This is an optimization exercise on Yosys and OpenROAD, whose aim is small area, not a production implementation.
Function was checked by simulation only, so behaviour that the tests miss may differ from the original.
Power and IR drop assume default switching activity.

## flow/design.v (module list and top-level ports; edited modules follow where they fit)
// module fp_convert_unit: 62 lines
// module cvt_pre: 448 lines
// module cvt_core: 1203 lines
// module cvt_post: 138 lines
module fp_convert_unit
(
    input             clk,
    input      [63:0] in1,
    input      [63:0] in2,
    input      [2:0]  rounding_mode,
    input             sp_dp,
    input      [2:0]  operation,
    output     [63:0] result,
    output reg        invalid,
    output reg        overflow,
    output reg        underflow,
    output reg        inexact
);
  // ...
==> flow/flow/run.sh <==
#!/bin/bash
# Standard ORFS flow with these changes:
#  - synthesis maps with an area-oriented ABC script (flow/abc_area.script)
#    in place of ORFS's abc_area.script; the rest of synthesis is the standard flow's;
#  - port buffers use the smallest buffer cell;
#  - clock tree: clkbuf_8 clusters, no dummy loads.
set -u
W=$(pwd)
rm -rf "$W/scripts_local"
cp -r "$FLOW_HOME/scripts" "$W/scripts_local"
cp "$W/flow/abc_area.script" "$W/scripts_local/abc_area.script"
CTS="-sink_clustering_enable -repair_clock_nets -dont_use_dummy_load -buf_list sky130_fd_sc_hd__clkbuf_8 -sink_clustering_size 30 -sink_clustering_max_diameter 60"
bash standard.sh SCRIPTS_DIR="$W/scripts_local" synth > "$W/synth.log" 2>&1 || { echo "synth failed"; exit 1; }
bash standard.sh BUFFER_PORTS_ARGS="-buffer_cell sky130_fd_sc_hd__buf_1" CTS_ARGS="$CTS" finish > "$W/layout.log" 2>&1 || { echo "layout failed"; exit 1; }
==> flow/flow/abc_area.script <==
strash
dch -f
amap
topo
==> flow/standard.sh <==
#!/bin/bash
# synth_recipe.tcl (not shown) runs the flow's synth.tcl, then flattens the netlist and writes it again
# the make line also repeats each setting of config.mk as NAME=value (left out here)
make -C /OpenROAD-flow-scripts/flow DESIGN_CONFIG=/design/flow/config.mk WORK_HOME=/design/flow/orfs CLKGATE_MAP_FILE= SYNTH_SCRIPT=/design/flow/synth_recipe.tcl "${@:-finish}"
==> flow/config.mk <==
export PLATFORM = sky130hd
export DESIGN_NAME = fp_convert_unit
export DESIGN_NICKNAME = fp_convert_unit
export VERILOG_FILES = /design/flow/design.v
export SDC_FILE = /design/flow/constraint.sdc
export NUM_CORES = 4
export LEC_CHECK = 0
export ABC_AREA = 1
export CAP_MARGIN = 10
export CORE_MARGIN = 2
export CORE_UTILIZATION = 55
export PLACE_DENSITY = 0.7
export SLEW_MARGIN = 10
==> flow/constraint.sdc <==
create_clock -name core_clock -period 10.0 [get_ports {clk}]
set_input_delay 2.0000 -clock core_clock [delete_from_list [all_inputs] [get_ports {clk}]]
set_output_delay 2.0000 -clock core_clock [all_outputs]
set_load 0.01 [all_outputs]
==> impl_metrics.tcl, run 1 <==
set metrics [dict create \
    dieWidth_um 127 \
    synth_enable_flop_cells 0 \
    via_count 10200 \
    internal-power_mw 1.00 \
    synth_area_um2 8280 \
    crit_start "r_op[1]$_DFF_P_" \
    powerSeq_mw 0.653 \
    gr-total-overflow 0 \
    syn-mean-instance-area_um2 7.86 \
    status "complete, no violations" \
    fmax_mhz 106 \
    drtIter0Drc 1699 \
    pwr.group.clock_mw 0.327 \
    worst-path-buf-inv 17 \
    post-route-drc-count 0 \
    sh_seq_area_pct 28.2 \
    htree_levels 4 \
    cp-end-kind "flop" \
    met2_length_um 13900 \
    synth.top_cell.area_share_pct 33.6 \
    hold_ws_ns 0.485 \
    place.gp.congestion 1.08 \
    postSynthCellCount 1053 \
    cp_data_arrival_time_ns 9.81 \
    layoutNonFillerInstCount 1470 \
    cts.path.max_buffers 2 \
    max_cap_violations 0 \
    slowest_delay_ns 0.72 \
    crit_end "r_res[22]$_DFF_P_" \
    synth_top_family_by_area "compound AO/OA/AOI/OAI gates" \
    muxShareOfSynthArea_pct 0 \
    start_util_pct 56.5 \
    antenna_found_initial 0 \
    worstPathRequired_ns 10.38 \
    yosysSeqAreaShare_pct 33.6 \
    reg2reg_slack_ns 0.57 \
    final_util_pct 67.4 \
    routed.top_layer "met4" \
    multi_input_area_um2 4810 \
    io_buffers 141 \
    grt_pass1_wl_um 50200 \
]
==> run 2: changes to the inputs <==
==> flow/flow/abc_area.script (replaced) <==
strash
dch -f
amap
strash
dch -f
amap
strash
dch -f
amap
strash
dch -f
amap
strash
dch -f
amap
topo
==> impl_metrics.tcl, run 2 <==
set metrics [dict create \
    synth_enable_flop_cells 0 \
    numCtsBuffers 17 \
    drtIter0Drc 1663 \
    start_util_pct 56.7 \
    finalCritPeriodShare_pct 91.4 \
    cts_tree "built" \
    die_area_um2 16000 \
    post-route-drc-count 0 \
    clk_latency_ns 0.47 \
    crit_path_top_delay_cell "dfxtp_1" \
    clkTransAtPathRegs_ns 0.09 \
    gr-usage-all-layers_pct 40.9 \
    yosys.cell_types.count 45 \
    ys_ff_latch 139 \
    grt_max_degree 31 \
    grt_pass1_vias 9267 \
    routed_wl_um 33900 \
    reg2reg_depth 43 \
    place.gp.congestion 1.06 \
    place_ws_ns 1.20 \
    fin_skew_ns 0.0441 \
    yosysWarnings 1 \
    grt_pass1_wl_um 50500 \
    crit_end "r_inc$_DFF_P_" \
    num_antenna_cells 0 \
    p_per_area_nw_per_um2 161 \
    synth_area_leaders "dfxtp_1 (34%), ha_1 (6.8%), nor2_1 (6.4%), clkinv_1 (6.2%), o22ai_1 (6.1%)" \
    yosys.area.top_type "dfxtp_1" \
    worstPathMaxFanout 19 \
    postSynthCellCount 1067 \
    r2r-end "r_inc$_DFF_P_" \
    dieWidth_um 127 \
    slowest_delay_ns 0.52 \
    fin_area_um2 9940 \
    crit_start "r_op[2]$_DFF_P_" \
    gr-total-overflow 0 \
    layout_commonest_cell "buf_1" \
    ys.flop_type "dfxtp_1" \
    die_y_um 127 \
    area_delta_synth_final_pct 20.2 \
    antenna_found_initial 0 \
    clock-sinks 139 \
    fillerInstances 1280 \
    post_cts_buffers 0 \
    fin_setup_tns_ns 0 \
    status "complete, no violations" \
    synthTopCellsByCount "nor2_1 (142), dfxtp_1 (139), clkinv_1 (137), o21ai_0 (90), o22ai_1 (81)" \
    cts-root-buf "clkbuf_8" \
    slew_headroom_pct 27.6 \
    synth_area_um2 8270 \
    dpl.hpwl_um 26700 \
    place_area_um2 9710 \
    yosysSeqAreaShare_pct 33.6 \
    cts_resized 0 \
    row_count 44 \
    mostFrequentLayoutCells "buf_1 (141), nor2_1 (139), dfxtp_1 (139), clkinv_1 (133), buf_4 (111)" \
    ios 204 \
    cp-end-kind "flop" \
    core_um2 14600 \
    worstPathRequired_ns 10.27 \
    critPathLaunchType "flop" \
    vias_per_cell 6.72 \
    async_flop_share_pct 0 \
    hold_viol_final 0 \
    syn-mean-instance-area_um2 7.75 \
    hp-class "flop to flop" \
    min_period_ns 9.14 \
    maxSlewViolCount 0 \
    crit_type "flop to flop" \
    reg2reg_slack_ns 0.86 \
    setup_viol 0 \
    first_pass_iters 9 \
    htree_levels 4 \
    cts.path.max_buffers 2 \
    cp_data_arrival_time_ns 9.41 \
    reg.largest.list "r_d (64), r_res (64), r_op (3)" \
    fmax_mhz 109 \
    tightest_slew_ns 1.08 \
    synth.top_cell.area_share_pct 33.6 \
    ant_nets 0 \
    drive_above_1_share_pct 10.8 \
    fin_nets 1489 \
    setup_slack_ns 0.861 \
    ctsHoldBuffers 0 \
    p_leak_nw 3.75 \
    crit-reg2reg-launch "r_op[2]$_DFF_P_" \
    wl_per_cell_um 22.7 \
    via_count 10000 \
    total_power_mw 1.60 \
    max_cap_violations 0 \
    synth_most_common_cell "nor2_1" \
    io_buffers 141 \
    ir_worst_vdd_mv 0.0924 \
    rsz0062_at_grt "no" \
    cpMostUsedCell "buf_4" \
]
==> run 2: changes by cell type in the layout (fill, tap and decap cells not counted), sizes merged, moves of 4 or more <==
cell     before  now
nand2        65   60
buf         247  253
a32oi         5    1
a32o         10    4
o22a         58   54
a21oi        59   68
a211oi        1    5
nor3         19   26
clkinv      130  137
o22ai        67   81
a2111oi       8    3
==> run 2: metal layers <==
layer	vias up	track usage (%)	routed length, um
li1	4523	-	-
met1	4545	52.7	12900
met2	815	64.1	14800
met3	129	11.1	4640
met4	0	18.6	1540
met5	-	0	0
==> run 2: worst max-delay path: cells and delay by family, from the launching register on <==
family,cells,cell delay (ns)
AO/OA/AOI/OAI,15,3.20
AND/OR/NAND/NOR,14,2.97
flip-flops,1,0.52
buffers and inverters,14,2.24
==> run 2: layout make-up <==
class	instances	area, um^2	share of cell area [%]
Inverter	137	523	5.26
Tap cell	184	230	2.32
Clock buffer	17	234	2.35
Timing Repair Buffer	253	1380	13.9
Multi-Input combinational cell	760	4790	48.2
Sequential cell	139	2780	28.0
==> run 2: worst min path at each step <==
stage | from | to | slack [ns] | depth (start not counted)
after floorplan | r_d[38]$_DFF_P_ | r_res[38]$_DFF_P_ | 0.45 | 2
after global placement | r_d[60]$_DFF_P_ | r_res[60]$_DFF_P_ | 0.46 | 2
after detailed placement | r_d[60]$_DFF_P_ | r_res[60]$_DFF_P_ | 0.48 | 2
after CTS | r_d[60]$_DFF_P_ | r_res[60]$_DFF_P_ | 0.47 | 2
after global routing | r_d[60]$_DFF_P_ | r_res[60]$_DFF_P_ | 0.51 | 2
final | r_d[60]$_DFF_P_ | r_res[60]$_DFF_P_ | 0.47 | 2
==> run 2: where the power goes <==
part	leakage (nW)	switching, mW	internal, mW
clock	0.122	0.185	0.149
sequential	1.16	0.0393	0.613
combinational	2.47	0.365	0.248
total	3.75	0.589	1.01
==> run 2: kinds of logic after synthesis <==
kind of cell               share of synthesized area (%)
AOI/OAI and AO/OA                                   35.5
and+or+nand+nor                                     15.0
buffers and inverters                               9.03
DFF                                                 33.6
adders and majority gates                           6.81
==> run 2: stage by stage <==
stage          hold slack, ns  instances  util [%]
4_1_cts                 0.467       1490      68.1
3_5_place_dp            0.482       1473      66.5
6_report                0.468       1490      68.1
3_3_place_gp            0.463       1473      66.5
5_1_grt                 0.505       1490      68.1
2_1_floorplan           0.448       1067         -
==> run 3: changes to the inputs <==
==> flow/flow/run.sh (replaced) <==
#!/bin/bash
# Standard ORFS flow with these changes:
#  - synthesis maps with an area-oriented ABC script (flow/abc_area.script)
#    in place of ORFS's abc_area.script; the rest of synthesis is the standard flow's;
#  - port buffers use the smallest buffer cell;
#  - clock tree: clkbuf_8 clusters, no dummy loads;
#  - placement keeps no resizer changes (repair comes after placement)
#    and floorplan only removes synthesis buffers.
set -u
W=$(pwd)
rm -rf "$W/scripts_local"
cp -r "$FLOW_HOME/scripts" "$W/scripts_local"
cp "$W/flow/abc_area.script" "$W/scripts_local/abc_area.script"
CTS="-sink_clustering_enable -repair_clock_nets -dont_use_dummy_load -buf_list sky130_fd_sc_hd__clkbuf_8 -sink_clustering_size 30 -sink_clustering_max_diameter 60"
bash standard.sh SCRIPTS_DIR="$W/scripts_local" synth > "$W/synth.log" 2>&1 || { echo "synth failed"; exit 1; }
bash standard.sh BUFFER_PORTS_ARGS="-buffer_cell sky130_fd_sc_hd__buf_1" CTS_ARGS="$CTS" GPL_KEEP_OVERFLOW=0 REMOVE_ABC_BUFFERS=1 finish > "$W/layout.log" 2>&1 || { echo "layout failed"; exit 1; }
==> flow/flow/abc_area.script (replaced) <==
strash
dch -f
amap
topo
==> impl_metrics.tcl, run 3 <==
set metrics [dict create \
    reg2reg_depth 36 \
    hold_start "r_d[43]$_DFF_P_" \
    seqPwrFrac_pct 43.4 \
    status "complete, no violations" \
    fin_nets 1386 \
    grt_max_degree 36 \
    clkTransAtPathRegs_ns 0.07 \
    grt_pass1_wl_um 47500 \
    numCtsBuffers 17 \
    cp-end-kind "flop" \
    cts-root-buf "clkbuf_8" \
    dpl.hpwl_um 24500 \
    mostFrequentLayoutCells "buf_1 (141), dfxtp_1 (137), nor2_1 (134), clkinv_1 (123), o21ai_0 (84)" \
    die_area_um2 16000 \
    start_util_pct 56.5 \
    min_to "r_res[43]$_DFF_P_" \
    clockPowerShare_pct 21.6 \
    r2r-end "r_inc$_DFF_P_" \
    io_buffers 141 \
    synth_area_leaders "dfxtp_1 (34%), ha_1 (6.8%), nor2_1 (6.3%), o22a_1 (6.1%), clkinv_1 (5.9%)" \
    slew_headroom_pct 16.0 \
    gr-usage-all-layers_pct 38.5 \
    p_comb_share_pct 35.0 \
    min_period_ns 9.68 \
    gr-total-overflow 0 \
    row_count 44 \
    muxShareOfSynthArea_pct 0 \
    crit_type "flop to flop" \
    num_antenna_cells 0 \
    place_area_um2 8920 \
    ys_ff_latch 139 \
    setup_viol 0 \
    first_pass_iters 10 \
    cts_tree "built" \
    worstPathRequired_ns 10.28 \
    via_count 9566 \
    clk_latency_ns 0.45 \
    grt_pass1_vias 8716 \
    total_power_mw 1.51 \
    drtIter0Drc 1640 \
    wl_per_cell_um 22.9 \
    fmax_mhz 103 \
    yosysWarnings 1 \
    antenna_found_initial 0 \
    vias_per_cell 6.90 \
    cts.path.max_buffers 2 \
    ant_nets 0 \
    fin_area_um2 9370 \
    internal-power_mw 0.944 \
    die_y_um 127 \
    synth_enable_flop_cells 0 \
    ios 204 \
    htree_levels 4 \
    final_util_pct 64.0 \
    routed_wl_um 31700 \
    layout_commonest_cell "buf_1" \
    synthTopCellsByCount "nor2_1 (140), dfxtp_1 (139), clkinv_1 (130), o21ai_0 (89), o22ai_1 (67)" \
    critPathLaunchType "flop" \
    synth_most_common_cell "nor2_1" \
    synth-compound-area-share_pct 36.1 \
    p_per_area_nw_per_um2 161 \
    crit_path_top_delay_cell "nor4_1" \
    synth_xor_area_share_pct 0 \
    clock-sinks 139 \
    async_flop_share_pct 0 \
    yosys.cell_types.count 49 \
    area_delta_synth_final_pct 13.2 \
    crit-reg2reg-launch "r_d[1]$_DFF_P_" \
    synth_top_family_by_area "compound AO/OA/AOI/OAI gates" \
    maxSlewViolCount 0 \
    postSynthCellCount 1053 \
    max_cap_violations 0 \
    hold_ws_ns 0.507 \
    syn-mean-instance-area_um2 7.86 \
    cp_data_arrival_time_ns 9.97 \
    fin_skew_ns 0.0301 \
    dieWidth_um 127 \
    core_um2 14600 \
    yosysSeqAreaShare_pct 33.6 \
    synth-simple-area-share_pct 14.8 \
    drive_above_1_share_pct 5.40 \
    synth.top_cell.area_share_pct 33.6 \
    worstHoldPathCells 2 \
    synth-adder-area-share_pct 6.80 \
    reg2reg_slack_ns 0.32 \
    cpMostUsedCell "nor2_1" \
    tightest_slew_ns 1.26 \
    ir_worst_vdd_mv 0.0821 \
    ys.flop_type "dfxtp_1" \
    power.switching_mw 0.562 \
    worstPathMaxFanout 29 \
    hold_viol_final 0 \
    reg.largest.list "r_d (64), r_res (64), r_op (3)" \
    sw_frac_of_total_pct 37.3 \
    yosys.area.top_type "dfxtp_1" \
    place.gp.congestion 1.08 \
    hp-class "flop to flop" \
    slowest_delay_ns 0.84 \
    fin_setup_tns_ns 0 \
    rsz0062_at_grt "no" \
    synth_area_um2 8280 \
    p_leak_nw 3.36 \
    post-route-drc-count 0 \
    finalCritPeriodShare_pct 96.8 \
]
==> run 3: cell count changes after synthesis, sizes merged, moves of 3 or more <==
cell | previous run | this run
a32o | 4 | 10
nor4 | 9 | 12
o22a | 54 | 58
o22ai | 81 | 67
nand2 | 60 | 65
a2111oi | 3 | 8
nor3 | 26 | 19
a32oi | 1 | 5
a21oi | 68 | 59
a211oi | 5 | 1
nor2b | 5 | 2
clkinv | 137 | 130
a221o | 0 | 3
==> run 3: cell families after synthesis <==
kind of cell    after synthesis
buf+inv                     161
flops                       139
compound gates              426
fa+ha+maj                    45
simple gates                282
==> run 3: what timing repair did <==
action	4_1_cts	5_1_grt
setup buffers	3	11
pin swaps	2	3
hold buffers	0	0
endpoints found under the setup margin	65	55
gates cloned	1	0
gates resized for setup	20	12
==> run 3: stage by stage <==
stage | setup slack [ns] | cells
global route | 0.0315 | 1387
CTS | 0.101 | 1376
detailed placement | -3.51 | 1355
finish | 0.317 | 1387
floorplan | -2.60 | 1022
global placement | -8.01 | 1347
==> run 3: worst max-delay path, delay by kind of cell, from the launching register on <==
| kind | cells | cell delay (ns) |
|---|---|---|
| DFF | 1 | 0.38 |
| buffers and inverters | 7 | 1.70 |
| AOI/OAI and AO/OA | 14 | 3.28 |
| and+or+nand+nor | 15 | 4.15 |
==> run 3: cell type report <==
cell class                 count  area (um^2)
timing repair buffer         163          728
inverter                     130          508
tap                          184          230
sequential                   139         2790
timing repair inverter         1         3.75
fill                        1345         5280
multi-input combinational    753         4870
clock buffer                  17          234
==> run 3: power by group through the flow <==
stage                     sequential, mW  clock [mW]  combinational, mW
after CTS                          0.650       0.331              0.496
after global placement             0.659           0              0.477
after floorplan                    0.653           0              0.324
after detailed placement           0.662           0              0.485
final                              0.653       0.326              0.527
after global routing               0.656       0.351              0.562
==> run 3: metal layers <==
| metal | routed length, um | up-vias | GRT usage [%] |
|---|---|---|---|
| li1 | - | 4303 | - |
| met1 | 12200 | 4278 | 49.9 |
| met2 | 13300 | 837 | 56.5 |
| met3 | 4400 | 148 | 12.4 |
| met4 | 1820 | 0 | 21.7 |
| met5 | 0 | - | 0 |
==> run 3: how the worst max path moves through the flow <==
stage                          startpoint             to  slack (ns)  cells after the start
after floorplan              r_dp$_DFF_P_  r_inc$_DFF_P_       -2.60                     30
after global placement       r_dp$_DFF_P_  r_inc$_DFF_P_       -8.01                     31
after detailed placement  r_op[1]$_DFF_P_  r_inc$_DFF_P_       -3.51                     36
after CTS                 r_op[1]$_DFF_P_  r_inc$_DFF_P_        0.10                     36
after global routing         r_dp$_DFF_P_  r_inc$_DFF_P_        0.03                     36
final                      r_d[1]$_DFF_P_  r_inc$_DFF_P_        0.32                     36
==> run 4: changes to the inputs <==
--- a/flow/flow/run.sh
+++ b/flow/flow/run.sh
@@ -11,6 +11,6 @@
 rm -rf "$W/scripts_local"
 cp -r "$FLOW_HOME/scripts" "$W/scripts_local"
 cp "$W/flow/abc_area.script" "$W/scripts_local/abc_area.script"
-CTS="-sink_clustering_enable -repair_clock_nets -dont_use_dummy_load -buf_list sky130_fd_sc_hd__clkbuf_8 -sink_clustering_size 30 -sink_clustering_max_diameter 60"
+CTS="-sink_clustering_enable -repair_clock_nets -dont_use_dummy_load -root_buf sky130_fd_sc_hd__clkbuf_8 -buf_list {sky130_fd_sc_hd__clkbuf_4 sky130_fd_sc_hd__clkbuf_8} -sink_clustering_size 20 -sink_clustering_max_diameter 40"
 bash standard.sh SCRIPTS_DIR="$W/scripts_local" synth > "$W/synth.log" 2>&1 || { echo "synth failed"; exit 1; }
 bash standard.sh BUFFER_PORTS_ARGS="-buffer_cell sky130_fd_sc_hd__buf_1" CTS_ARGS="$CTS" GPL_KEEP_OVERFLOW=0 REMOVE_ABC_BUFFERS=1 finish > "$W/layout.log" 2>&1 || { echo "layout failed"; exit 1; }
==> impl_metrics.tcl, run 4 <==
set metrics [dict create \
    drtIter0Drc 1640 \
    row_count 44 \
    p_comb_share_pct 35.0 \
    ant_nets 0 \
    clk_latency_ns 0.45 \
    synth_most_common_cell "nor2_1" \
    grt_max_degree 36 \
    worstPathMaxFanout 29 \
    synth_area_um2 8280 \
    fmax_mhz 103 \
    htree_levels 4 \
    dpl.hpwl_um 24500 \
    slowest_delay_ns 0.84 \
    die_y_um 127 \
    power.switching_mw 0.562 \
    cts_tree "built" \
    grt_pass1_wl_um 47500 \
    cts.path.max_buffers 2 \
    dieWidth_um 127 \
    hold_viol_final 0 \
    worstPathRequired_ns 10.28 \
    p_per_area_nw_per_um2 161 \
    reg.largest.list "r_d (64), r_res (64), r_op (3)" \
    first_pass_iters 10 \
    setup_viol 0 \
    ios 204 \
    slew_headroom_pct 16.0 \
    synth_enable_flop_cells 0 \
    cts-root-buf "clkbuf_8" \
    layoutNonFillerInstCount 1387 \
    async_flop_share_pct 0 \
    post-route-drc-count 0 \
    antenna_found_initial 0 \
    yosys.cell_types.count 49 \
    clockPowerShare_pct 21.6 \
    cp_data_arrival_time_ns 9.97 \
    max_cap_violations 0 \
    hold_ws_ns 0.507 \
    cp-end-kind "flop" \
    tightest_slew_ns 1.26 \
    yosysWarnings 1 \
    io_buffers 141 \
    drive_above_1_share_pct 5.40 \
    min_period_ns 9.68 \
    vias_per_cell 6.90 \
    start_util_pct 56.5 \
    synth_area_leaders "dfxtp_1 (34%), ha_1 (6.8%), nor2_1 (6.3%), o22a_1 (6.1%), clkinv_1 (5.9%)" \
    sw_frac_of_total_pct 37.3 \
    gr-usage-all-layers_pct 38.5 \
    wl_per_cell_um 22.9 \
    p_leak_nw 3.36 \
    ir_worst_vdd_mv 0.0821 \
    rsz0062_at_grt "no" \
    total_power_mw 1.51 \
    min_to "r_res[43]$_DFF_P_" \
    fin_nets 1386 \
    die_area_um2 16000 \
    worstHoldPathCells 2 \
    postSynthCellCount 1053 \
    numCtsBuffers 17 \
    place.gp.congestion 1.08 \
    layout_commonest_cell "buf_1" \
    area_delta_synth_final_pct 13.2 \
    grt_pass1_vias 8716 \
    seqPwrFrac_pct 43.4 \
    routed_wl_um 31700 \
    synthTopCellsByCount "nor2_1 (140), dfxtp_1 (139), clkinv_1 (130), o21ai_0 (89), o22ai_1 (67)" \
    status "complete, no violations" \
    clkTransAtPathRegs_ns 0.07 \
    via_count 9566 \
    r2r-end "r_inc$_DFF_P_" \
    yosys.area.top_type "dfxtp_1" \
    hp-class "flop to flop" \
    syn-mean-instance-area_um2 7.86 \
    met2_length_um 13300 \
    gr-total-overflow 0 \
    route.met3.wl_um 4400 \
    hold_start "r_d[43]$_DFF_P_" \
    crit_path_top_delay_cell "nor4_1" \
    reg2reg_slack_ns 0.32 \
    ctsHoldBuffers 0 \
    ys_ff_latch 139 \
    synth.top_cell.area_share_pct 33.6 \
    reg2reg_depth 36 \
    num_antenna_cells 0 \
    mostFrequentLayoutCells "buf_1 (141), dfxtp_1 (137), nor2_1 (134), clkinv_1 (123), o21ai_0 (84)" \
    internal-power_mw 0.944 \
    yosysSeqAreaShare_pct 33.6 \
    routed.top_layer "met4" \
    core_um2 14600 \
    finalCritPeriodShare_pct 96.8 \
    clock-sinks 139 \
    ys.flop_type "dfxtp_1" \
    critPathLaunchType "flop" \
    wl_met1_um 12200 \
    crit-reg2reg-launch "r_d[1]$_DFF_P_" \
    cpMostUsedCell "nor2_1" \
    crit_type "flop to flop" \
    dp.cells 1355 \
    fin_skew_ns 0.0301 \
    maxSlewViolCount 0 \
    fin_setup_tns_ns 0 \
]
run 4: worst max-delay path by stage:
stage,from,endpoint,slack [ns]
final,r_d[1]$_DFF_P_,r_inc$_DFF_P_,0.32
after CTS,r_op[1]$_DFF_P_,r_inc$_DFF_P_,0.10
after global routing,r_dp$_DFF_P_,r_inc$_DFF_P_,0.03
after detailed placement,r_op[1]$_DFF_P_,r_inc$_DFF_P_,-3.51
after global placement,r_dp$_DFF_P_,r_inc$_DFF_P_,-8.01
after floorplan,r_dp$_DFF_P_,r_inc$_DFF_P_,-2.60
run 4: worst max-delay path: cells and delay by family (launching register included):
family	cells	cell delay [ns]
AO/OA/AOI/OAI	14	3.28
buffers and inverters	7	1.70
flip-flops	1	0.38
AND/OR/NAND/NOR	15	4.15
run 4: kinds of logic (layout without fill, tap and decap cells):
kind of cell | after synthesis | in the layout | share of synthesized area (%)
adders and majority gates | 45 | 45 | 6.80
buffers and inverters | 161 | 311 | 8.71
and+or+nand+nor | 282 | 282 | 14.8
AOI/OAI and AO/OA | 426 | 426 | 36.1
DFF | 139 | 139 | 33.6
run 4: timing repair:
action                     in CTS  in global routing
setup buffers                   3                 11
pin swaps                       2                  3
gates resized for setup        20                 12
gates cloned                    1                  0
setup endpoints to repair      65                 55
run 4: power groups by stage:
stage	combinational [mW]	clock [mW]	sequential, mW
2_1_floorplan	0.324	0	0.653
3_3_place_gp	0.477	0	0.659
3_5_place_dp	0.485	0	0.662
4_1_cts	0.496	0.331	0.650
5_1_grt	0.562	0.351	0.656
6_report	0.527	0.326	0.653
run 4: cell type report:
cell class                 instances  area [um^2]
fill                            1345         5280
multi-input combinational        753         4870
sequential                       139         2790
timing repair buffer             163          728
inverter                         130          508
clock buffer                      17          234
tap                              184          230
timing repair inverter             1         3.75
run 4: routing by layer:
metal	vias up	global-route usage [%]
met5	-	0
li1	4303	-
met1	4278	49.9
met4	0	21.7
met2	837	56.5
met3	148	12.4
run 4: stage by stage:
stage,setup slack (ns),area (um^2),utilization (%)
4_1_cts,0.101,9250,63.2
3_3_place_gp,-8.01,8800,60.1
3_5_place_dp,-3.51,8920,60.9
6_report,0.317,9370,64.0
5_1_grt,0.0315,9370,64.0
2_1_floorplan,-2.60,8040,-

## what the ideal ports hide
The results above use ideal ports. As a check the final layouts listed here were re-extracted and re-timed, cells and wires unchanged. Step 1, drivers: a clkbuf_16 drives clk and a buf_2 each remaining input, both assumed. Step 2, shift: input delay + t, output delay - t, t = (earliest + latest rising clock arrival at the registers) / 2. This alone moves slack from input paths to output paths. a / b / c = ideal / step 1 / step 2; a / b = the first two.
run | t, ns | setup slack, ns | worst hold slack (ns) | slew at the worst register clock pin (ns) | cell pins on the clock port's net
run 1 | 0.488 | 0.571 / 0.571 / 0.571 | 0.485 / 0.485 / 0.485 | 0.09 / 0.09 | 1
run 2 | 0.493 | 0.861 / 0.861 / 0.861 | 0.468 / 0.468 / 0.468 | 0.09 / 0.09 | 1
run 3 | 0.482 | 0.317 / 0.317 / 0.317 | 0.507 / 0.507 / 0.507 | 0.08 / 0.08 | 1
run 4 | 0.482 | 0.317 / 0.317 / 0.317 | 0.507 / 0.507 / 0.507 | 0.08 / 0.08 | 1
After both steps every run listed still meets setup and hold.
